What follows belongs to an exercise in optimizing a design on an open flow for small area, a short achievable clock period and few clock cycles per item; a production flow would make more cautious choices.
RTL that was checked went through simulation tests only; none was proved equivalent to the original.
The RTL of run 5 was laid out without a check of its function.
No activity file was given, so power comes from the tool's default toggle rates.

## flow/design.v (module list and top-level ports; edited modules follow where they fit)
// module cm_mul: 875 lines
// module cm_fa: 4 lines
// module cm_ha: 4 lines
// module cm_xor2: 3 lines
// module cm_ao22: 3 lines
// module complex_multiplier: 110 lines
module complex_multiplier
#(
    parameter INTEGER_WIDTH = 3,
    parameter FRACTIONAL_WIDTH = 13
)
(
    input  wire                                          clk,
    input  wire                                          rst_n,
    input  wire                                          input_a_tvalid,
    output wire                                          input_a_tready,
    input  wire [2*(INTEGER_WIDTH+FRACTIONAL_WIDTH)-1:0] input_a_tdata,
    input  wire                                          input_b_tvalid,
    output wire                                          input_b_tready,
    input  wire [2*(INTEGER_WIDTH+FRACTIONAL_WIDTH)-1:0] input_b_tdata,
    output reg                                           output_prod_tvalid,
    input  wire                                          output_prod_tready,
    output wire [2*(INTEGER_WIDTH+FRACTIONAL_WIDTH)-1:0] output_prod_tdata
);
  // ...
==> flow/flow/run.sh <==
#!/bin/bash
# The standard layout (standard.sh), with the port buffers made as sky130_fd_sc_hd__buf_2
# cells instead of buffer_ports' default, and timing repair aiming at 6.0 ns of setup slack.
set -euo pipefail
export BUFFER_PORTS_ARGS="-buffer_cell sky130_fd_sc_hd__buf_2"
export SETUP_SLACK_MARGIN=6.0
bash standard.sh > standard.log 2>&1
==> flow/standard.sh <==
#!/bin/bash
# synth_recipe.tcl (not shown) runs the flow's synth.tcl, then flattens the netlist and writes it again
# the make line also repeats each setting of config.mk as NAME=value (left out here)
make -C /OpenROAD-flow-scripts/flow DESIGN_CONFIG=/design/flow/config.mk WORK_HOME=/design/flow/orfs CLKGATE_MAP_FILE= SYNTH_SCRIPT=/design/flow/synth_recipe.tcl "${@:-finish}"
==> flow/config.mk <==
export PLATFORM = sky130hd
export DESIGN_NAME = complex_multiplier
export DESIGN_NICKNAME = complex_multiplier
export VERILOG_FILES = /design/flow/design.v
export SDC_FILE = /design/flow/constraint.sdc
export NUM_CORES = 4
export LEC_CHECK = 0
export CAP_MARGIN = 20
export CORE_MARGIN = 2
export CORE_UTILIZATION = 40
export SLEW_MARGIN = 20
export SYNTH_HIERARCHICAL = 1
export SYNTH_MINIMUM_KEEP_SIZE = 0
==> flow/constraint.sdc <==
create_clock -name core_clock -period 10.0 [get_ports {clk}]
set_input_delay 2.0000 -clock core_clock [delete_from_list [all_inputs] [get_ports {clk}]]
set_output_delay 2.0000 -clock core_clock [all_outputs]
set_load 0.01 [all_outputs]
==> flow_summary_export.csv, run 1 <==
group,metric,value,unit
logic_synthesis,synth_compound_area_frac,0.1936,
outcome,status,"timing/DRC/antenna clean",
timing,fin_crit,3.908,ns
critical_path,required,10.44,ns
logic_synthesis,ys_ff_latch,278,
critical_path,crit_chain,"fa_2, a21o_1, a311oi_2, o211ai_1, a31oi_1, o21bai_1, xnor2_2, ha_4, a21oi_1, o21ai_0, a221o_1, or4b_1, nand3_1",
layout,drive_above_1_share,0.1199,
logic_synthesis,synthFlopType,"edfxtp_1",
layout,utilization,0.4429,
cts,cts_sinks,278,
power,p_leak,15.68,nW
layout,flops_and_latches,278,
global_route,first_global_vias,24109,
logic_synthesis,synth_top_area_share,0.2489,
global_route,grt_max_degree,67,
power,p_seq_frac,0.180,
logic_synthesis,yosysUniqueCellTypes,59,
global_route,grt_pass1_wl,142.7,mm
worst_hold_path,whs_endpoint,"q0[18]",
route,routedWlPerCell,22.21,um
layout,area_growth,9.858,%
global_route,antenna_found_initial,1,
logic_synthesis,synth_mux_area_frac,0.007798,
cts,postCtsSetupRepairBufs,30,
critical_path,worstSetupEndpoint,"q0[14]",
critical_path,start_kind,"flip-flop",
worst_hold_path,hold_class,"flip-flop to flip-flop",
layout,layout.cell_area.non_filler,0.03631,mm^2
critical_path,crit_buf_inv,0,
route,drt-pass1-iter-count,5,
critical_path,end_kind,"flip-flop",
worst_hold_path,hold_depth,2,
route,vias,23824,
timing,fin_worst_skew,0.02104,ns
critical_path,rr_worst_depth,13,
floorplan,die_h,291.5,um
power,max-vdd-ir-drop,0.5619,mV
logic_synthesis,syn_area_per_cell,11.61,um^2
timing,drv_slew,0,
critical_path,cp.arrival,4.35,ns
layout,bufAreaShareNonClock,0.04176,
timing,worst_slack,6.092,ns
placed_design,pre_cts_ws,5.763,ns
Testbench counts, summed over its fixed seeds: cycles 12,024, items 12,000.
==> module complex_multiplier, before the edit <==
module complex_multiplier
#(
    parameter INTEGER_WIDTH = 3,
    parameter FRACTIONAL_WIDTH = 13
)
(
    input  wire                                          clk,
    input  wire                                          rst_n,
    input  wire                                          input_a_tvalid,
    output wire                                          input_a_tready,
    input  wire [2*(INTEGER_WIDTH+FRACTIONAL_WIDTH)-1:0] input_a_tdata,
    input  wire                                          input_b_tvalid,
    output wire                                          input_b_tready,
    input  wire [2*(INTEGER_WIDTH+FRACTIONAL_WIDTH)-1:0] input_b_tdata,
    output reg                                           output_prod_tvalid,
    input  wire                                          output_prod_tready,
    output wire [2*(INTEGER_WIDTH+FRACTIONAL_WIDTH)-1:0] output_prod_tdata
);
    reg         v0, v1, q1v;
    reg  [15:0] ar, ai;
    reg  [24:0] br, bi;     
    function [24:0] booth_enc;
        input [15:0] y;
        integer k;
        reg y2, y1, y0;
        begin
            for (k = 0; k < 8; k = k + 1) begin
                y2 = y[2*k+1];
                y1 = y[2*k];
                y0 = (k == 0) ? 1'b0 : y[2*k-1];
                booth_enc[k]      = y1 ^ y0;                                    
                booth_enc[8 + k]  = (y2 & ~y1 & ~y0) | (~y2 & y1 & y0);         
                booth_enc[16 + k] = y2 & ~(y1 & y0);                            
            end
            booth_enc[24] = y[15];
        end
    endfunction
    reg  [31:0] q0, q1;
    wire take = output_prod_tready;                     
    wire en1  = ~v1 | ~q1v;                             
    wire en0  = ~v0 | en1;
    wire rdy  = ~(v0 & v1 & q1v);
    assign input_a_tready = rdy;
    assign input_b_tready = rdy;
    assign output_prod_tdata = q0;
    wire fire = input_a_tvalid & input_b_tvalid & rdy;
    wire mv1  = v1 & en1;                               
    always @(posedge clk) begin
        if (!rst_n) begin
            v0 <= 1'b0;
            v1 <= 1'b0;
            output_prod_tvalid <= 1'b0;
            q1v <= 1'b0;
        end else begin
            if (en0) v0 <= fire;
            if (en1) v1 <= v0;
            if (~output_prod_tvalid | take)
                output_prod_tvalid <= q1v | mv1;
            if (q1v) begin
                if (take) q1v <= mv1;
            end else begin
                q1v <= mv1 & output_prod_tvalid & ~take;
            end
        end
    end
    wire [14:0] m_a0, m_a1, m_a2, m_a3;
    wire [14:0] m_b0, m_b1, m_b2, m_b3;
    wire [3:0]  m_c, m_s;
    reg  [14:0] c_a0, c_a1, c_a2, c_a3;
    reg  [14:0] c_b0, c_b1, c_b2, c_b3;
    reg  [3:0]  c_c, c_s;
    cm_mul mul_rr1 (.x(ar), .one(br[7:0]), .two(br[15:8]), .neg(br[23:16]), .ys(br[24]), .a(m_a0), .b(m_b0), .cl(m_c[0]), .sgn(m_s[0]));
    cm_mul mul_rr2 (.x(ai), .one(bi[7:0]), .two(bi[15:8]), .neg(bi[23:16]), .ys(bi[24]), .a(m_a1), .b(m_b1), .cl(m_c[1]), .sgn(m_s[1]));
    cm_mul mul_ri1 (.x(ar), .one(bi[7:0]), .two(bi[15:8]), .neg(bi[23:16]), .ys(bi[24]), .a(m_a2), .b(m_b2), .cl(m_c[2]), .sgn(m_s[2]));
    cm_mul mul_ri2 (.x(ai), .one(br[7:0]), .two(br[15:8]), .neg(br[23:16]), .ys(br[24]), .a(m_a3), .b(m_b3), .cl(m_c[3]), .sgn(m_s[3]));
    wire [15:0] u0 = {c_a0, 1'b1} + {c_b0, c_c[0]};
    wire [14:0] h0 = u0[15:1];    
    wire [15:0] u1 = {c_a1, 1'b1} + {c_b1, c_c[1]};
    wire [14:0] h1 = u1[15:1];    
    wire [15:0] u2 = {c_a2, 1'b1} + {c_b2, c_c[2]};
    wire [14:0] h2 = u2[15:1];    
    wire [15:0] u3 = {c_a3, 1'b1} + {c_b3, c_c[3]};
    wire [14:0] h3 = u3[15:1];    
    wire [15:0] prod_real = {c_s[0], h0} - {c_s[1], h1};
    wire [15:0] prod_imag = {c_s[2], h2} + {c_s[3], h3};
    always @(posedge clk) begin
        if (en0) begin
            ar <= input_a_tdata[15:0];
            ai <= input_a_tdata[31:16];
            br <= booth_enc(input_b_tdata[15:0]);
            bi <= booth_enc(input_b_tdata[31:16]);
        end
        if (en1) begin
            c_a0 <= m_a0;
            c_a1 <= m_a1;
            c_a2 <= m_a2;
            c_a3 <= m_a3;
            c_b0 <= m_b0;
            c_b1 <= m_b1;
            c_b2 <= m_b2;
            c_b3 <= m_b3;
            c_c <= m_c;
            c_s <= m_s;
        end
        if (~output_prod_tvalid | take)
            q0 <= q1v ? q1 : {prod_imag, prod_real};
        if (~q1v | take)
            q1 <= {prod_imag, prod_real};
    end
endmodule
==> inputs of run 2 (changes only) <==
--- a/flow/design.v
+++ b/flow/design.v
@@ -930,4 +930,5 @@
     endfunction
     reg  [31:0] q0, q1;
+    reg         wp, rp;
     wire take = output_prod_tready;                     
     wire en1  = ~v1 | ~q1v;                             
@@ -936,5 +937,5 @@
     assign input_a_tready = rdy;
     assign input_b_tready = rdy;
-    assign output_prod_tdata = q0;
+    assign output_prod_tdata = rp ? q1 : q0;
     wire fire = input_a_tvalid & input_b_tvalid & rdy;
     wire mv1  = v1 & en1;                               
@@ -945,5 +946,9 @@
             output_prod_tvalid <= 1'b0;
             q1v <= 1'b0;
+            wp <= 1'b0;
+            rp <= 1'b0;
         end else begin
+            if (mv1) wp <= ~wp;
+            if (output_prod_tvalid & take) rp <= ~rp;
             if (en0) v0 <= fire;
             if (en1) v1 <= v0;
@@ -996,7 +1001,7 @@
             c_s <= m_s;
         end
-        if (~output_prod_tvalid | take)
-            q0 <= q1v ? q1 : {prod_imag, prod_real};
-        if (~q1v | take)
+        if (mv1 & ~wp)
+            q0 <= {prod_imag, prod_real};
+        if (mv1 & wp)
             q1 <= {prod_imag, prod_real};
     end
--- a/flow/config.mk
+++ b/flow/config.mk
@@ -9,4 +9,6 @@
 export CORE_MARGIN = 2
 export CORE_UTILIZATION = 40
+export CTS_CLUSTER_DIAMETER = 100
+export CTS_CLUSTER_SIZE = 30
 export SLEW_MARGIN = 20
 export SYNTH_HIERARCHICAL = 1
==> run 2 against run 1 <==
  * Still clean on timing, DRC and antenna
  * Total power down 12%
  * Fmax up 1.8%
  * Via count down 1.2%
  * Clock skew up 0.041 ns
  * Global-route usage up 0.55 points
  * First-iteration DRC count down 6.8%
  * Wire length up 2.8%
  * Clock-buffer cell count down 17
  * Synthesized area down 0.29%
  * Critical endpoint unchanged
  * Largest cell class unchanged
  * Highest routed layer unchanged
==> flow_summary_export.csv, run 2 <==
group,metric,value,unit
route,ant_nets,0,
timing,relSlewSlack,0.4668,
layout,reg_top3,"q0 x32, q1 x32",
placed_design,dpl_cell_area,0.03452,mm^2
route,vias_per_cell,5.897,
timing,worst_pin_slew,0.7999,ns
floorplan,num_rows,105,
route,drt_iter0_markers,1823,
power,p_leak,15.42,nW
layout,drive_above_1_share,0.1184,
logic_synthesis,async_reset_ff_frac,0,
layout,multiInputGateArea,0.02333,mm^2
floorplan,die_h,291.0,um
layout,fin_nets,3551,
worst_hold_path,hold_depth,2,
route,drt-pass1-iter-count,5,
timing,setup_viol,0,
global_route,first_global_vias,24085,
worst_hold_path,hold_class,"flip-flop to flip-flop",
critical_path,start_kind,"flip-flop",
critical_path,critPathMaxFanout,3,
critical_path,end_kind,"flip-flop",
logic_synthesis,synthesis.area,0.03296,mm^2
floorplan,fp.dieW,291.0,um
timing,grt_setup_unrepaired,"no",
global_route,grt_max_degree,82,
logic_synthesis,synth.most_common_cell,"xor2_1",
route,routedWlPerCell,23.29,um
timing,holdWs,0.5620,ns
logic_synthesis,synth_edf_count,274,
cts,clk_pin_slew,0.09,ns
logic_synthesis,synth_area_leaders,"edfxtp_1, fa_1, xor2_1",
cts,htree_levels,1,
cts,cts_tree,"built",
placed_design,place_congestion,0.8953,
logic_synthesis,ys_ff_latch,280,
cts,worstSkewPairLatency,0.63,ns
logic_synthesis,ys_top_cells_by_count,"xor2_1, a22o_1, fa_1, edfxtp_1, ha_1",
power,powerDensity,376.0,mW/mm^2
floorplan,die-area,0.08470,mm^2
timing,fin_worst_skew,0.06234,ns
timing,fin_crit,3.840,ns
layout,regArea,0.008348,mm^2
route,drt-total-wl,92.99,mm
timing,fmax,260.4,MHz
layout,final_common_cell,"xor2_1",
timing,worst_slack,6.160,ns
layout,layout_common_cells,"xor2_1, a22o_1, fa_1",
critical_path,cp.arrival,4.29,ns
floorplan,ioPinCount,104,
layout,fill_cells,7623,
timing,hold_violations,0,
logic_synthesis,ys_seq_area_frac,0.2533,
placed_design,dp_hpwl,67.08,mm
logic_synthesis,synthCells,2798,
run,max-cap-violations,0,
logic_synthesis,synth_area_leader_cell,"edfxtp_1",
floorplan,initial_core_util,0.4026,
logic_synthesis,synth_top_area_share,0.2497,
cts,cts_sinks,280,
layout,layout.cell_area.non_filler,0.03581,mm^2
route,vias,23540,
power,max-vdd-ir-drop,0.3022,mV
cts,clock_path_buffers,3,
layout,antenna_cells,0,
critical_path,rrSetupSlack,6.16,ns
critical_path,critical_path_class,"flip-flop to flip-flop",
outcome,status,"timing/DRC/antenna clean",
critical_path,rr_worst_depth,11,
layout,utilization,0.4375,
route,drc,0,
cts,numCtsBuffers,24,
logic_synthesis,synthFlopType,"edfxtp_1",
logic_synthesis,yosysUniqueCellTypes,66,
layout,area_growth,8.660,%
logic_synthesis,syn_area_per_cell,11.78,um^2
floorplan,core_area,0.08185,mm^2
global_route,track_usage,0.2171,
global_route,grt_pass1_wl,145.4,mm
timing,timing.final.crit_share,0.3840,
logic_synthesis,yosys_warnings,7,
timing,fin_setup_tns,0,ns
cts,cts_hold_buf,0,
placed_design,io_buffers,103,
timing,drv_slew,0,
global_route,gr-total-overflow,0,
cts,cts-root-buf,"clkbuf_16",
logic_synthesis,syn_nets,3445,
global_route,antenna_found_initial,0,
placed_design,pre_cts_ws,5.800,ns
critical_path,required,10.45,ns
## run 2: cell types whose count changed after synthesis, moves of 5 or more
cell | before | now
inv_1 | 129 | 119
nand2b_1 | 18 | 27
nand2_1 | 65 | 40
a21o_1 | 18 | 24
o21ai_2 | 0 | 5
nor3_1 | 16 | 8
mux2_2 | 22 | 32
o211ai_1 | 14 | 7
o21ai_0 | 60 | 55
nor2_1 | 65 | 58
nand3_1 | 23 | 14
## run 2: Yosys stat by module, one instance, submodules excluded
module / cells / copies in the design
cm_ao22: 1 / 528
cm_fa: 1 / 340
cm_ha: 1 / 72
cm_mul: 97 / 4
cm_xor2: 1 / 504
complex_multiplier: 966 / 1
## run 2: routing by layer
metal / vias up / global-route usage / routed length, um
met3: 142 / 0.03115 / 5859
met4: 0 / 0.06357 / 2788
li1: 10562 / - / -
met5: - / 0 / 0
met1: 11948 / 0.3144 / 43280
met2: 888 / 0.3370 / 41060
## run 2: per-stage QoR
stage	power, mW	instances
after floorplan	10.39	2798
after global routing	14.73	3992
after CTS	13.29	3973
after detailed placement	12.11	3919
final	13.46	3992
after global placement	11.81	3919
## run 2: critical path, stage by stage, from the launching register on
cell and delay [ns]:
edfxtp_1 0.55, fa_2 0.45, buf_4 0.15, xor2_1 0.45, inv_1 0.12, fa_1 0.43, nor2b_1 0.22, o2111ai_1 0.18
a31oi_1 0.36, a211oi_1 0.15, o31ai_1 0.34, xor2_1 0.26
## run 2: final timing paths
path,start,end
hold reg to reg,output_prod_tvalid,q1v
setup reg to reg,c_c[0],q0[14]
hold / removal,output_prod_tvalid,q1v
setup / recovery,c_c[0],q0[14]
## run 2: cells by family after synthesis
logic type,Yosys count,synth area share
AO/OA/AOI/OAI,802,0.1938
adder cells (fa/ha/maj),578,0.2983
multiplexers,32,0.01093
AND/OR/NAND/NOR,260,0.04374
flip-flops,280,0.2533
buffers and inverters,255,0.04286
XOR/XNOR,591,0.1571
## run 2: timing repair
action	in CTS	in global routing
setup buffers	10	19
pin swaps	0	13
gates cloned	0	0
hold endpoints to repair	0	0
endpoints found under the setup margin	2	39
resized for setup	0	30
## run 2: final cells by class
type,instances,share of cell area
timing repair buffer,216,0.03934
clock inverter,19,0.009259
multi-input combinational,2263,0.6515
sequential,280,0.2331
clock buffer,25,0.01688
inverter,119,0.01247
tap,1070,0.03739
## run 2: report_power, final
group | internal [mW] | leakage (nW) | switching (mW) | total [mW]
logic | 4.13 | 12.1 | 5.58 | 9.72
registers | 2.52 | 2.91 | 0.131 | 2.66
clock network | 0.505 | 0.439 | 0.586 | 1.09
Testbench counts of run 2, summed over its fixed seeds: cycles 12,024, items 12,000.
==> inputs of run 3 (changes only) <==
--- a/flow/config.mk
+++ b/flow/config.mk
@@ -9,6 +9,4 @@
 export CORE_MARGIN = 2
 export CORE_UTILIZATION = 40
-export CTS_CLUSTER_DIAMETER = 100
-export CTS_CLUSTER_SIZE = 30
 export SLEW_MARGIN = 20
 export SYNTH_HIERARCHICAL = 1
==> run 3 against run 2 <==
  * Utilization is 0.30 points higher
  * Synthesized area stayed put
  * Final cell count is 0.45% higher
  * Clock power is 25% higher
  * Synthesized cell count stayed put
  * First-iteration DRC count is 1.3% lower
  * Design area is 0.70% higher
  * Wire length is 0.44% higher
  * Flip-flop and latch count stayed put
  * Non-clock buffer count is 4 lower
  * Sequential power hardly changed
  * Critical path type unchanged
  * Largest cell class unchanged
==> flow_summary_export.csv, run 3 <==
group,metric,value,unit
outcome,status,"timing/DRC/antenna clean",
timing,hold_violations,0,
power,p_leak,15.56,nW
cts,clk_pin_slew,0.06,ns
route,drt-pass1-iter-count,5,
logic_synthesis,synthFlopType,"edfxtp_1",
floorplan,ioPinCount,104,
route,drt-total-wl,93.40,mm
logic_synthesis,yosysUniqueCellTypes,66,
logic_synthesis,synth.most_common_cell,"xor2_1",
layout,reg_top3,"q0 x32, q1 x32",
global_route,antenna_found_initial,0,
timing,worst_pin_slew,0.8104,ns
route,vias,23494,
logic_synthesis,syn_nets,3445,
cts,cts_sinks,280,
critical_path,required,10.30,ns
worst_hold_path,hold_class,"flip-flop to flip-flop",
critical_path,worstSetupEndpoint,"q0[29]",
layout,multiInputGateArea,0.02333,mm^2
global_route,grt_max_degree,82,
cts,numCtsBuffers,36,
timing,fmax,258.8,MHz
global_route,grt_pass1_wl,146.2,mm
layout,regArea,0.008348,mm^2
route,drc,0,
logic_synthesis,synth_top_area_share,0.2497,
floorplan,num_rows,105,
global_route,gr-total-overflow,0,
layout,antenna_cells,0,
placed_design,dp_hpwl,67.08,mm
placed_design,place_congestion,0.8953,
logic_synthesis,synth_edf_count,274,
critical_path,rr_worst_depth,16,
layout,fill_cells,7609,
layout,utilization,0.4406,
timing,setup_viol,0,
floorplan,initial_core_util,0.4026,
critical_path,crit_chain,"inv_1, fa_2, nor2b_2, o21ai_2, a21boi_2, o31a_1, o22a_1, a31oi_1, xnor2_1, ha_1, nor2b_1, o21ai_0, nand2b_1, a41o_1, o31ai_2, xnor2_1",
floorplan,die-area,0.08470,mm^2
critical_path,critical_path_class,"flip-flop to flip-flop",
cts,cts_tree,"built",
global_route,track_usage,0.2193,
layout,area_growth,9.416,%
critical_path,end_kind,"flip-flop",
logic_synthesis,yosys_warnings,7,
floorplan,fp.dieW,291.0,um
layout,final_common_cell,"xor2_1",
floorplan,die_h,291.0,um
critical_path,rrSetupSlack,6.14,ns
logic_synthesis,synthCells,2798,
critical_path,cp.arrival,4.16,ns
critical_path,cp_slowest_cell,"edfxtp_1",
floorplan,core_area,0.08185,mm^2
critical_path,critPathMaxFanout,4,
placed_design,dp_cells,3919,
route,ant_nets,0,
cts,worstSkewPairLatency,0.58,ns
logic_synthesis,ys_top_cells_by_count,"xor2_1, a22o_1, fa_1, edfxtp_1, ha_1",
critical_path,reg2reg_to,"q0[29]",
layout,drive_above_1_share,0.1207,
timing,relSlewSlack,0.4597,
power,max-vdd-ir-drop,0.3063,mV
route,vias_per_cell,5.859,
timing,timing.final.crit_share,0.3864,
logic_synthesis,synthesis.area,0.03296,mm^2
timing,drv_slew,0,
critical_path,start_kind,"flip-flop",
logic_synthesis,ys_seq_area_frac,0.2533,
critical_path,critPathMostFrequentCell,"xnor2_1",
placed_design,dpl_cell_area,0.03452,mm^2
run,max-cap-violations,0,
layout,layoutNonFillerInstCount,4010,
critical_path,r2r_start,"c_c[3]",
logic_synthesis,synth_area_leader_cell,"edfxtp_1",
timing,fin_worst_skew,0.02781,ns
logic_synthesis,syn_area_per_cell,11.78,um^2
cts,htree_levels,2,
route,routedWlPerCell,23.29,um
global_route,first_global_vias,24221,
logic_synthesis,synth_area_leaders,"edfxtp_1, fa_1, xor2_1",
layout,layout.cell_area.non_filler,0.03606,mm^2
layout,layout_common_cells,"xor2_1, a22o_1, fa_1",
timing,holdWs,0.5574,ns
route,drt_iter0_markers,1799,
critical_path,critical-path-max-stage-delay,0.53,ns
critical_path,cp-startpoint,"c_c[3]",
timing,fin_setup_tns,0,ns
logic_synthesis,async_reset_ff_frac,0,
power,powerDensity,380.6,mW/mm^2
logic_synthesis,ys_ff_latch,280,
timing,grt_setup_unrepaired,"no",
layout,fin_nets,3559,
timing,fin_crit,3.864,ns
cts,cts-root-buf,"clkbuf_16",
placed_design,io_buffers,103,
cts,clock_path_buffers,3,
cts,cts_hold_buf,0,
## run 3: cell counts after synthesis
No cell type changed its count.
## run 3: layout make-up
class,count,area share
clock buffer,42,0.02561
clock inverter,24,0.008154
multi-input combinational,2263,0.6470
inverter,119,0.01239
timing repair buffer,212,0.03824
sequential,280,0.2315
tap,1070,0.03713
## run 3: where the power goes
group	internal (mW)	total (mW)	switching, mW
clock	0.803	1.36	0.561
combinational	4.12	9.70	5.57
sequential	2.53	2.66	0.132
## run 3: worst min-delay path by stage
stage / startpoint / end / slack, ns / cells past startpoint
6_report: output_prod_tvalid / q1v / 0.56 / 2
3_3_place_gp: output_prod_tvalid / q1v / 0.53 / 2
2_1_floorplan: v0 / v1 / 0.48 / 2
4_1_cts: output_prod_tvalid / q1v / 0.56 / 2
5_1_grt: output_prod_tvalid / q1v / 0.62 / 2
3_5_place_dp: v0 / v1 / 0.56 / 2
## run 3: cell families (layout without fill, tap and decap cells)
group	after synthesis	count (layout)	synth area share
multiplexers	32	32	0.01093
buffers and inverters	255	397	0.04286
AO/OA/AOI/OAI	802	802	0.1938
AND/OR/NAND/NOR	260	260	0.04374
adder cells (fa/ha/maj)	578	578	0.2983
XOR/XNOR	591	591	0.1571
flip-flops	280	280	0.2533
## run 3: modules after synthesis, one instance, submodules excluded
module,cells,flops+latches
complex_multiplier,966,280
cm_ao22,1,0
cm_fa,1,0
cm_mul,97,0
cm_ha,1,0
cm_xor2,1,0
## run 3: stage by stage
stage	worst slack [ns]	total power, mW
after floorplan	5.821	10.39
after global placement	5.892	11.81
after detailed placement	5.800	12.11
after CTS	5.993	13.57
after global routing	5.974	15.01
final	6.136	13.72
## run 3: what timing repair did
action	CTS	global route
resized for setup	0	28
buffers inserted	10	15
endpoints found under the setup margin	2	18
pin swaps	0	13
## run 3: worst max-delay path: cells and delay by family (launching register included)
family / cells / cell delay (ns)
AO/OA/AOI/OAI: 8 / 1.47
adder cells (fa/ha/maj): 2 / 0.70
flip-flops: 1 / 0.53
XOR/XNOR: 2 / 0.44
AND/OR/NAND/NOR: 3 / 0.34
buffers and inverters: 1 / 0.10
## run 3: metal layers
metal,GRT usage,up-vias,part of all wire
li1,-,10594,-
met1,0.3136,11848,0.46
met4,0.07342,0,0.034
met3,0.03428,145,0.068
met2,0.3386,907,0.44
met5,0,-,0
==> inputs of run 4 (changes only) <==
--- a/flow/config.mk
+++ b/flow/config.mk
@@ -9,4 +9,5 @@
 export CORE_MARGIN = 2
 export CORE_UTILIZATION = 40
+export CTS_BUF_LIST = sky130_fd_sc_hd__clkbuf_4 sky130_fd_sc_hd__clkbuf_8
 export SLEW_MARGIN = 20
 export SYNTH_HIERARCHICAL = 1
==> run 4 against run 3 <==
  * Register-to-register slack barely moved
  * Critical path depth did not move
  * Synthesized cell count did not move
  * Critical path type unchanged
  * Largest power group unchanged
==> flow_summary_export.csv, run 4 <==
group,metric,value,unit
outcome,status,"timing/DRC/antenna clean",
logic_synthesis,synthFlopType,"edfxtp_1",
timing,worst_slack,6.139,ns
logic_synthesis,synth.most_common_cell,"xor2_1",
global_route,first_global_vias,24408,
worst_hold_path,whs_endpoint,"q1v",
floorplan,die-area,0.08470,mm^2
logic_synthesis,synth_area_leader_cell,"edfxtp_1",
timing,relSlewSlack,0.4635,
route,drt-met1-wl,43.09,mm
route,drc,0,
cts,htree_levels,2,
logic_synthesis,syn_area_per_cell,11.78,um^2
cts,cts_sinks,280,
critical_path,r2r_start,"c_c[3]",
logic_synthesis,synth_edf_count,274,
logic_synthesis,syn_nets,3445,
logic_synthesis,yosys_warnings,7,
layout,drive_above_1_share,0.1295,
global_route,track_usage,0.2186,
layout,layoutNonFillerInstCount,4044,
floorplan,ioPinCount,104,
timing,fin_worst_skew,0.07002,ns
logic_synthesis,ys_ff_latch,280,
critical_path,crit_buf_inv,1,
worst_hold_path,hold_class,"flip-flop to flip-flop",
placed_design,place_congestion,0.8953,
timing,fin_setup_tns,0,ns
route,ant_nets,0,
critical_path,critPathMaxFanout,4,
critical_path,critical_path_class,"flip-flop to flip-flop",
power,powerDensity,376.0,mW/mm^2
route,routedWlPerCell,23.09,um
global_route,antenna_found_initial,1,
critical_path,cp.arrival,4.25,ns
cts,clk_pin_slew,0.06,ns
critical_path,end_kind,"flip-flop",
layout,fill_cells,7640,
placed_design,dp_cells,3919,
floorplan,die_h,291.0,um
run,max-cap-violations,0,
floorplan,num_rows,105,
route,drt_iter0_markers,1732,
cts,cts-root-buf,"clkbuf_8",
layout,area_growth,9.135,%
worst_hold_path,hold_depth,2,
critical_path,cp-startpoint,"c_c[3]",
floorplan,fp.dieW,291.0,um
route,vias,23700,
logic_synthesis,synthesis.area,0.03296,mm^2
timing,hold_violations,0,
global_route,grt_pass1_wl,146.0,mm
critical_path,cp_slowest_cell,"edfxtp_1",
route,route.met2.wl,40.84,mm
timing,grt_setup_unrepaired,"no",
critical_path,critical-path-max-stage-delay,0.54,ns
placed_design,dpl_cell_area,0.03452,mm^2
timing,setup_viol,0,
critical_path,reg2reg_to,"q1[29]",
critical_path,critPathMostFrequentCell,"xnor2_1",
power,p_leak,15.56,nW
route,top_layer,"met4",
logic_synthesis,async_reset_ff_frac,0,
route,route.met3.wl,6.256,mm
route,drt-total-wl,93.36,mm
critical_path,crit_family,"compound AO/OA/AOI/OAI gates",
logic_synthesis,yosysUniqueCellTypes,66,
cts,numCtsBuffers,54,
cts,cts_hold_buf,0,
critical_path,start_kind,"flip-flop",
placed_design,dp_hpwl,67.08,mm
global_route,grt_max_degree,82,
floorplan,initial_core_util,0.4026,
worst_hold_path,min_from,"output_prod_tvalid",
critical_path,rrSetupSlack,6.14,ns
timing,worst_pin_slew,0.8047,ns
cts,clock_path_buffers,3,
power,fin_total_pwr,13.52,mW
route,drt-pass1-iter-count,5,
critical_path,crit_chain,"inv_1, fa_2, nor2b_2, o21ai_2, a21boi_2, o31a_1, o22a_1, a31oi_1, xnor2_1, ha_1, nor2b_1, o21ai_0, nand2b_1, a41o_1, o31ai_2, xnor2_1",
logic_synthesis,synthCells,2798,
route,vias_per_cell,5.861,
timing,fmax,259.0,MHz
cts,cts_tree,"built",
timing,fin_crit,3.861,ns
power,max-vdd-ir-drop,0.3247,mV
cts,worstSkewPairLatency,0.72,ns
timing,timing.final.crit_share,0.3861,
logic_synthesis,synth_area_leaders,"edfxtp_1, fa_1, xor2_1",
floorplan,core_area,0.08185,mm^2
layout,reg_top3,"q0 x32, q1 x32",
critical_path,rr_worst_depth,16,
layout,fin_nets,3579,
logic_synthesis,ys_top_cells_by_count,"xor2_1, a22o_1, fa_1, edfxtp_1, ha_1",
critical_path,required,10.39,ns
logic_synthesis,synth_top_area_share,0.2497,
layout,layout.cell_area.non_filler,0.03597,mm^2
placed_design,io_buffers,103,
placed_design,pre_cts_ws,5.800,ns
global_route,gr-total-overflow,0,
logic_synthesis,ys_seq_area_frac,0.2533,
layout,final_common_cell,"xor2_1",
layout,layout_common_cells,"xor2_1, a22o_1, fa_1",
timing,drv_slew,0,
[run 4: cell counts after synthesis]
Identical to the previous run, type by type.
[run 4: timing repair]
item | 4_1_cts | 5_1_grt
setup endpoints to repair | 34 | 18
gates resized for setup | 1 | 25
buffers inserted | 9 | 18
pin swaps | 0 | 11
[run 4: metrics by stage]
| step | hold slack, ns | utilization |
|---|---|---|
| 3_3_place_gp | 0.5301 | 0.4218 |
| 6_report | 0.5574 | 0.4394 |
| 3_5_place_dp | 0.5553 | 0.4218 |
| 5_1_grt | 0.6230 | 0.4394 |
| 4_1_cts | 0.5613 | 0.4364 |
| 2_1_floorplan | 0.4795 | - |
[run 4: how the worst max path moves through the flow]
stage | end | slack [ns] | cells after the start
3_5_place_dp | c_c[2] | 5.80 | 10
4_1_cts | c_c[0] | 5.98 | 11
5_1_grt | c_c[2] | 6.00 | 11
2_1_floorplan | c_c[0] | 5.82 | 10
3_3_place_gp | c_c[0] | 5.89 | 10
6_report | q1[29] | 6.14 | 16
[run 4: power by group]
group	leakage [nW]	switching, mW	internal (mW)
registers	2.91	0.132	2.53
logic	12.1	5.56	4.08
clock network	0.589	0.546	0.677
total	15.6	6.24	7.29
[run 4: final cells by class]
| cell class | instances | area (um^2) | area share |
|---|---|---|---|
| antenna | 2 | 5.005 | 0.0001392 |
| clock buffer | 64 | 818.3 | 0.02275 |
| clock inverter | 32 | 309.0 | 0.008593 |
| inverter | 119 | 446.7 | 0.01242 |
| multi-input combinational | 2263 | 23310 | 0.6480 |
| sequential | 280 | 8348 | 0.2321 |
| tap | 1070 | 1339 | 0.03722 |
| timing repair buffer | 214 | 1394 | 0.03875 |
[run 4: per-layer routing]
layer,vias up,GRT usage
met1,11957,0.3126
met2,934,0.3355
li1,10646,-
met3,163,0.03665
met4,0,0.07380
met5,-,0
[run 4: worst reg2reg max path, delay by kind of cell, from the launching register on]
kind | cells | cell delay (ns)
buf+inv | 1 | 0.11
simple gates | 3 | 0.34
flops | 1 | 0.54
xor+xnor | 2 | 0.44
compound gates | 8 | 1.47
fa+ha+maj | 2 | 0.70
[run 4: per-module statistics from Yosys, one instance, submodules excluded]
| module | cell area (um^2) | cells inside | flip-flops and latches | times used |
|---|---|---|---|---|
| cm_mul | 693.2 | 97 | 0 | 4 |
| cm_fa | 20.02 | 1 | 0 | 340 |
| complex_multiplier | 13440 | 966 | 280 | 1 |
| cm_ao22 | 8.758 | 1 | 0 | 528 |
| cm_xor2 | 8.758 | 1 | 0 | 504 |
| cm_ha | 12.51 | 1 | 0 | 72 |
[run 4: cell families after synthesis]
family	after synthesis	share of synthesized area
buffers and inverters	255	0.04286
adder cells (fa/ha/maj)	578	0.2983
AO/OA/AOI/OAI	802	0.1938
AND/OR/NAND/NOR	260	0.04374
XOR/XNOR	591	0.1571
flip-flops	280	0.2533
multiplexers	32	0.01093
==> inputs of run 5 (changes only) <==
--- a/flow/design.v
+++ b/flow/design.v
@@ -930,5 +930,4 @@
     endfunction
     reg  [31:0] q0, q1;
-    reg         wp, rp;
     wire take = output_prod_tready;                     
     wire en1  = ~v1 | ~q1v;                             
@@ -937,5 +936,5 @@
     assign input_a_tready = rdy;
     assign input_b_tready = rdy;
-    assign output_prod_tdata = rp ? q1 : q0;
+    assign output_prod_tdata = q0;
     wire fire = input_a_tvalid & input_b_tvalid & rdy;
     wire mv1  = v1 & en1;                               
@@ -946,9 +945,5 @@
             output_prod_tvalid <= 1'b0;
             q1v <= 1'b0;
-            wp <= 1'b0;
-            rp <= 1'b0;
         end else begin
-            if (mv1) wp <= ~wp;
-            if (output_prod_tvalid & take) rp <= ~rp;
             if (en0) v0 <= fire;
             if (en1) v1 <= v0;
@@ -972,14 +967,16 @@
     cm_mul mul_ri1 (.x(ar), .one(bi[7:0]), .two(bi[15:8]), .neg(bi[23:16]), .ys(bi[24]), .a(m_a2), .b(m_b2), .cl(m_c[2]), .sgn(m_s[2]));
     cm_mul mul_ri2 (.x(ai), .one(br[7:0]), .two(br[15:8]), .neg(br[23:16]), .ys(br[24]), .a(m_a3), .b(m_b3), .cl(m_c[3]), .sgn(m_s[3]));
-    wire [15:0] u0 = {c_a0, 1'b1} + {c_b0, c_c[0]};
-    wire [14:0] h0 = u0[15:1];    
-    wire [15:0] u1 = {c_a1, 1'b1} + {c_b1, c_c[1]};
-    wire [14:0] h1 = u1[15:1];    
-    wire [15:0] u2 = {c_a2, 1'b1} + {c_b2, c_c[2]};
-    wire [14:0] h2 = u2[15:1];    
-    wire [15:0] u3 = {c_a3, 1'b1} + {c_b3, c_c[3]};
-    wire [14:0] h3 = u3[15:1];    
-    wire [15:0] prod_real = {c_s[0], h0} - {c_s[1], h1};
-    wire [15:0] prod_imag = {c_s[2], h2} + {c_s[3], h3};
+    wire [16:0] u0 = {1'b0, c_a0, 1'b1} + {1'b0, c_b0, c_c[0]};
+    wire o0 = u0[16];    
+    wire [16:0] u1 = {1'b0, c_a1, 1'b1} + {1'b0, c_b1, c_c[1]};
+    wire o1 = u1[16];    
+    wire [16:0] u2 = {1'b0, c_a2, 1'b1} + {1'b0, c_b2, c_c[2]};
+    wire o2 = u2[16];    
+    wire [16:0] u3 = {1'b0, c_a3, 1'b1} + {1'b0, c_b3, c_c[3]};
+    wire o3 = u3[16];    
+    wire [15:0] t_re = {1'b0, c_a0} + {1'b0, c_b0} + c_c[0] - {1'b0, c_a1} - {1'b0, c_b1} - c_c[1];
+    wire [15:0] t_im = {1'b0, c_a2} + {1'b0, c_b2} + c_c[2] + {1'b0, c_a3} + {1'b0, c_b3} + c_c[3];
+    wire [15:0] prod_real = {t_re[15] ^ o0 ^ o1 ^ c_s[0] ^ c_s[1], t_re[14:0]};
+    wire [15:0] prod_imag = {t_im[15] ^ o2 ^ o3 ^ c_s[2] ^ c_s[3], t_im[14:0]};
     always @(posedge clk) begin
         if (en0) begin
@@ -1001,7 +998,7 @@
             c_s <= m_s;
         end
-        if (mv1 & ~wp)
-            q0 <= {prod_imag, prod_real};
-        if (mv1 & wp)
+        if (~output_prod_tvalid | take)
+            q0 <= q1v ? q1 : {prod_imag, prod_real};
+        if (~q1v | take)
             q1 <= {prod_imag, prod_real};
     end
==> flow/flow/run.sh (replaced) <==
#!/bin/bash
# The standard layout (standard.sh), with the port buffers made as sky130_fd_sc_hd__buf_2
# cells instead of buffer_ports' default, and timing repair aiming at 5.8 ns of setup slack.
set -euo pipefail
export BUFFER_PORTS_ARGS="-buffer_cell sky130_fd_sc_hd__buf_2"
export SETUP_SLACK_MARGIN=5.8
bash standard.sh > standard.log 2>&1
--- a/flow/config.mk
+++ b/flow/config.mk
@@ -9,5 +9,4 @@
 export CORE_MARGIN = 2
 export CORE_UTILIZATION = 40
-export CTS_BUF_LIST = sky130_fd_sc_hd__clkbuf_4 sky130_fd_sc_hd__clkbuf_8
 export SLEW_MARGIN = 20
 export SYNTH_HIERARCHICAL = 1
==> run 5 against run 4 <==
  * Still clean
  * Highest routed layer is now met5
  * Critical path depth down 1
  * Total power increased by 16%
  * Combinational power increased by 18%
==> flow_summary_export.csv, run 5 <==
group,metric,value,unit
timing,fin_crit,4.165,ns
layout,fill_cells,7815,
floorplan,initial_core_util,0.4022,
layout,utilization,0.4369,
placed_design,place_congestion,0.9333,
logic_synthesis,yosysUniqueCellTypes,56,
global_route,grt_pass1_wl,144.4,mm
timing,setup_viol,0,
run,max-cap-violations,0,
cts,clock_path_buffers,3,
outcome,status,"timing/DRC/antenna clean",
cts,cts_sinks,278,
timing,worst_pin_slew,0.9347,ns
layout,drive_above_1_share,0.1028,
layout,area_growth,8.628,%
logic_synthesis,syn_area_per_cell,11.98,um^2
critical_path,critPathMaxFanout,5,
logic_synthesis,ys_top_cells_by_count,"a22o_1, xor2_1, fa_1, edfxtp_1, inv_1",
critical_path,reg2reg_to,"q1[14]",
layout,final_common_cell,"a22o_1",
critical_path,end_kind,"flip-flop",
placed_design,io_buffers,103,
logic_synthesis,synth_area_leader_cell,"edfxtp_1",
layout,antenna_cells,0,
power,powerDensity,429.7,mW/mm^2
logic_synthesis,synth.most_common_cell,"a22o_1",
timing,fin_setup_tns,0,ns
critical_path,r2r_start,"c_c[1]",
logic_synthesis,synth_edf_count,274,
cts,worstSkewPairLatency,0.58,ns
route,drt-pass1-iter-count,5,
critical_path,crit_family,"adder cells",
worst_hold_path,hold_depth,2,
power,fin_total_pwr,15.64,mW
logic_synthesis,synth_top_area_share,0.2456,
power,p_leak,16.28,nW
cts,htree_levels,2,
timing,relSlewSlack,0.3608,
global_route,antenna_found_initial,1,
timing,grt_setup_unrepaired,"yes",
floorplan,core_area,0.08329,mm^2
worst_hold_path,hold_class,"flip-flop to flip-flop",
worst_hold_path,whs_endpoint,"q0[17]",
route,routedWlPerCell,22.88,um
critical_path,critical-path-max-stage-delay,0.60,ns
logic_synthesis,ys_ff_latch,278,
cts,numCtsBuffers,36,
timing,fin_worst_skew,0.02772,ns
global_route,gr-total-overflow,0,
logic_synthesis,async_reset_ff_frac,0,
layout,fin_nets,3625,
critical_path,critPathMostFrequentCell,"a21oi_2",
critical_path,start_kind,"flip-flop",
route,drt-total-wl,91.69,mm
placed_design,dp_hpwl,67.07,mm
route,drc,0,
critical_path,critical_path_class,"flip-flop to flip-flop",
timing,drv_slew,0,
global_route,first_global_vias,23892,
global_route,track_usage,0.2143,
critical_path,cp.arrival,4.46,ns
route,ant_nets,0,
critical_path,rr_worst_depth,15,
floorplan,num_rows,106,
logic_synthesis,yosys_warnings,7,
logic_synthesis,synthFlopType,"edfxtp_1",
route,vias_per_cell,5.725,
timing,worst_slack,5.835,ns
route,vias,22940,
timing,holdWs,0.5351,ns
timing,hold_violations,0,
critical_path,crit_chain,"buf_6, ha_4, fa_1, fa_1, fa_2, inv_2, fa_2, a21o_1, a21oi_2, o21bai_1, a21oi_2, o211ai_1, a21oi_2, o21bai_1, xor2_1",
timing,fmax,240.1,MHz
critical_path,cp_slowest_cell,"fa_1",
logic_synthesis,synth_area_leaders,"edfxtp_1, fa_1, a22o_1",
route,drt_iter0_markers,1880,
logic_synthesis,syn_nets,3519,
cts,cts_tree,"built",
logic_synthesis,ys_seq_area_frac,0.2480,
cts,cts-root-buf,"clkbuf_16",
floorplan,die_h,293.4,um
layout,reg_top3,"q0 x32, q1 x32",
floorplan,ioPinCount,104,
global_route,grt_max_degree,82,
logic_synthesis,synthCells,2797,
timing,timing.final.crit_share,0.4165,
critical_path,rrSetupSlack,5.84,ns
floorplan,die-area,0.08608,mm^2
layout,layout_common_cells,"a22o_1, xor2_1, fa_1",
floorplan,fp.dieW,293.4,um
power,max-vdd-ir-drop,0.3658,mV
cts,clk_pin_slew,0.06,ns
logic_synthesis,synthesis.area,0.03350,mm^2
critical_path,crit_buf_inv,2,
placed_design,pre_cts_ws,5.482,ns
worst_hold_path,min_from,"q1[17]",
critical_path,required,10.30,ns
run 5: area by class of cell:
class	instances	area, um^2	share of cell area
multi-input cells	2125	23370	0.6423
flip-flops and latches	278	8309	0.2283
well taps	1080	1351	0.03713
repair buffers	194	1215	0.03339
inverters	268	1006	0.02764
clock buffers	40	915.9	0.02517
clock inverters	22	219.0	0.006017
run 5: timing repair:
action,CTS,global route
pin swaps,2,21
hold buffers,0,0
buffers inserted,2,4
hold endpoints to repair,0,0
gates resized for setup,2,17
setup endpoints to repair,9,9
run 5: layer usage:
metal / track usage / share of wire / wire [um]
met3: 0.03283 / 0.070 / 6416
met1: 0.3027 / 0.45 / 40970
met4: 0.06782 / 0.033 / 3063
met2: 0.3385 / 0.45 / 41230
met5: 0 / 0.00014 / 13
run 5: worst reg2reg max path, delay by kind of cell, from the launching register on:
family                   cells  cell delay, ns
AO/OA/AOI/OAI                7            1.26
XOR/XNOR                     1            0.15
adder cells (fa/ha/maj)      5            1.90
buffers and inverters        2            0.20
flip-flops                   1            0.37
run 5: through the flow:
step | cells | area, um^2
3_3_place_gp | 3938 | 35090
4_1_cts | 4002 | 36250
6_report | 4007 | 36390
2_1_floorplan | 2797 | 33500
3_5_place_dp | 3938 | 35090
5_1_grt | 4007 | 36390
run 5: cells by family after synthesis:
kind of cell | Yosys count | synth area share
AOI/OAI and AO/OA | 713 | 0.1743
xor gates and xnor gates | 547 | 0.1430
adders and majority gates | 653 | 0.3351
buffers and inverters | 394 | 0.05782
DFF | 278 | 0.2480
muxes | 26 | 0.008740
and+or+nand+nor | 186 | 0.03298
run 5: per-module statistics from Yosys, one instance, submodules excluded:
module | cells inside | cell area [um^2] | times used
cm_ha | 1 | 12.51 | 72
complex_multiplier | 965 | 13980 | 1
cm_ao22 | 1 | 8.758 | 528
cm_fa | 1 | 20.02 | 340
cm_mul | 97 | 693.2 | 4
cm_xor2 | 1 | 8.758 | 504
run 5: worst max-delay path by stage:
stage	start	to	slack, ns	cells after the start
finish	c_c[1]	q1[14]	5.84	15
global route	c_c[1]	q0[12]	5.70	15
CTS	c_a1[6]	q0[15]	5.81	13
detailed placement	c_c[1]	q0[12]	5.48	14
global placement	c_c[1]	q0[12]	5.50	14
floorplan	br[18]	c_c[0]	5.82	10
run 5: power by group:
part	internal [mW]	switching, mW
logic	5.22	6.19
registers	2.67	0.265
clock network	0.761	0.522

afterwards: timing with drivers on the ports:
No port has a modelled driver above. Below, the same layouts with a new extraction and two added sets of constraints.
Step 1 assumes that a clkbuf_16 drives the clock port and a buf_2 every other input.
Step 2 times the ports against the registers' clock, not the clock port: input delays grow and output delays shrink by t, the midpoint of the rising clock arrivals with the driver on.
Three values: ideal ports, drivers, drivers and shift; two values: the first two.
run	t (ns)	setup slack, ns	worst hold slack (ns)	worst setup path at the end	worst slew at a driven data input, ns
run 1	0.627	6.092 / 6.092 / 6.092	0.510 / 0.510 / 0.510	register to register	0.04
run 2	0.670	6.160 / 6.109 / 6.160	0.562 / 0.562 / 0.562	register to register	0.05
run 3	0.629	6.136 / 6.094 / 6.136	0.557 / 0.557 / 0.557	register to register	0.05
run 4	0.740	6.139 / 6.091 / 6.139	0.557 / 0.557 / 0.557	register to register	0.05
run 5	0.621	5.835 / 5.835 / 5.835	0.535 / 0.535 / 0.535	register to register	0.04
After both steps every run listed still meets setup and hold.
